This design comes from an exercise in tuning for small area, a short achievable clock period and few clock cycles on the open sky130 flow, not from production work.
Function was checked by simulation only, so behaviour that the tests miss may differ from the original.
Power figures rest on the tool's default switching activity, not on a simulated workload.

==> flow/design.v (excerpt) <==
module multi_cpu_core(
	clk,         
	rst,         
	mem_addr,    
	mem_we,      
	mem_wdata,   
	mem_rdata,   
	dbg_addr,    
	dbg_data     
);
Size: ~4,500 cells after synthesis, about 110 I/O pins.
==> module multi_register_files, before the edit <==
module multi_register_files(
	clk, rst,
	NextA, NextB, AddrC,
	DataA, DataB, DataC,
	WriteAddr, WriteData, WriteEN
);
	input  wire clk, rst, WriteEN;
	input  wire [ 4:0] NextA, NextB, AddrC, WriteAddr;
	input  wire [31:0] WriteData;
	output wire [31:0] DataA, DataB, DataC;
	reg  [1023:0] mem;
	reg  [31:0] valid;
	reg  [31:0] selA, selB;
	wire [31:0] wsel  = WriteEN ? (32'd1 << WriteAddr) : 32'd0;
	wire [31:0] vnext = valid | wsel;
	genvar r, b;
	generate
		for (r = 0; r < 32; r = r + 1) begin : regs
			always @(posedge clk)
				if (wsel[r])
					mem[r*32 +: 32] <= WriteData;
			always @(posedge clk or posedge rst)
				if (rst)
					valid[r] <= 1'b0;
				else if (wsel[r])
					valid[r] <= 1'b1;
		end
	endgenerate
	always @(posedge clk) begin
		selA <= (32'd1 << NextA) & vnext;
		selB <= (32'd1 << NextB) & vnext;
	end
	wire [31:0] selC;
	wire [3:0]  cl;
	wire [7:0]  ch;
	multi_dec2 dcl(.a(AddrC[1:0]), .y(cl));
	multi_dec3 dch(.a(AddrC[4:2]), .y(ch));
	wire [31:0] selC2;
	generate
		for (r = 0; r < 32; r = r + 1) begin : dec
			multi_and3 sc(.a(cl[r % 4]), .b(ch[r / 4]), .c(valid[r]), .y(selC[r]));
			multi_and3 sd(.a(cl[r % 4]), .b(ch[r / 4]), .c(valid[r]), .y(selC2[r]));
		end
		for (b = 0; b < 32; b = b + 1) begin : rd
			wire [31:0] col;
			for (r = 0; r < 32; r = r + 1) begin : c
				assign col[r] = mem[r*32 + b];
			end
			multi_rf_read_s ra(.sel(selA), .d(col), .y(DataA[b]));
			multi_rf_read_s rb(.sel(selB), .d(col), .y(DataB[b]));
			multi_rf_read rc(.sel(b < 16 ? selC : selC2), .d(col), .y(DataC[b]));
		end
	endgenerate
endmodule
clock: 8.0 ns
lec_check: 0
cap_margin: 20
core_margin: 2
core_utilization: 62
cts_cluster_diameter: 90
cts_cluster_size: 24
place_density: 0.72
setup_slack_margin: 3.0
slew_margin: 20
synth_hierarchical: 1
tns_end_percent: 40
standard.sh (not shown) runs the stock make flow with config.mk's settings and CLKGATE_MAP_FILE= SYNTH_SCRIPT=/design/flow/synth_recipe.tcl, a recipe that flattens the netlist after the stock synthesis.
==> flow/flow/run.sh <==
#!/bin/bash
# The standard layout (standard.sh: ORFS synthesis through finish), with
# one change: the buffers buffer_ports puts on every input and output port
# are sky130_fd_sc_hd__buf_1 cells instead of the default pick (a clkdlybuf4s
# instead of the default pick, a slow clkdlybuf4s delay cell.
# All tool output goes to standard.log here; ORFS keeps its per-step logs
# under orfs/logs/.
set -euo pipefail
export BUFFER_PORTS_ARGS="-buffer_cell sky130_fd_sc_hd__buf_1"
bash standard.sh > standard.log 2>&1
Testbench counts at the start, summed over its fixed seeds: cycles 36,474.
==> next run, changes <==
--- a/flow/design.v
+++ b/flow/design.v
@@ -435,24 +435,22 @@
 	wire [31:0] selC;
 	wire [3:0]  cl;
 	wire [7:0]  ch;
 	multi_dec2 dcl(.a(AddrC[1:0]), .y(cl));
 	multi_dec3 dch(.a(AddrC[4:2]), .y(ch));
-	wire [31:0] selC2;
 	generate
 		for (r = 0; r < 32; r = r + 1) begin : dec
 			multi_and3 sc(.a(cl[r % 4]), .b(ch[r / 4]), .c(valid[r]), .y(selC[r]));
-			multi_and3 sd(.a(cl[r % 4]), .b(ch[r / 4]), .c(valid[r]), .y(selC2[r]));
 		end
 		for (b = 0; b < 32; b = b + 1) begin : rd
 			wire [31:0] col;
 			for (r = 0; r < 32; r = r + 1) begin : c
 				assign col[r] = mem[r*32 + b];
 			end
 			multi_rf_read_s ra(.sel(selA), .d(col), .y(DataA[b]));
 			multi_rf_read_s rb(.sel(selB), .d(col), .y(DataB[b]));
-			multi_rf_read rc(.sel(b < 16 ? selC : selC2), .d(col), .y(DataC[b]));
+			multi_rf_read rc(.sel(selC), .d(col), .y(DataC[b]));
 		end
 	endgenerate
 endmodule
 module multi_rf_read(sel, d, y);
 	input  wire [31:0] sel, d;
Effect: Register-to-register slack improves by 0.02 ns; critical path depth drops by 8; utilization climbs by 0.22 points; sequential share of layout area stays flat; power drops by 1.2%; final area hardly moves.
Testbench counts after the change, summed over its fixed seeds: cycles 36,474.

separate check: timing with driven ports:
In the flow no input, the clock included, has a driving cell. The finished layouts below were timed again as built, in two steps.
Step 1 assumes that a clkbuf_16 drives the clock port and a buf_2 every other input.
Step 2 also shifts input and output timing later by t, the mid clock arrival at the registers, as if the neighbouring blocks saw the same clock.
Three values: no drivers, after step 1, after step 2; two values: the first two.
run	t (ns)	setup slack, ns	hold WS [ns]	clock arrival spread, ns
the first run	0.810	2.805 / 2.722 / 2.722	0.376 / 0.376 / 0.376	0.046 / 0.045
the second run	0.802	2.748 / 2.723 / 2.723	0.376 / 0.376 / 0.376	0.038 / 0.039
After both steps every run listed still meets setup and hold. The setup slack of the first run, which loses most, moves by -0.083 ns with the drivers and by -0.083 ns with both steps.
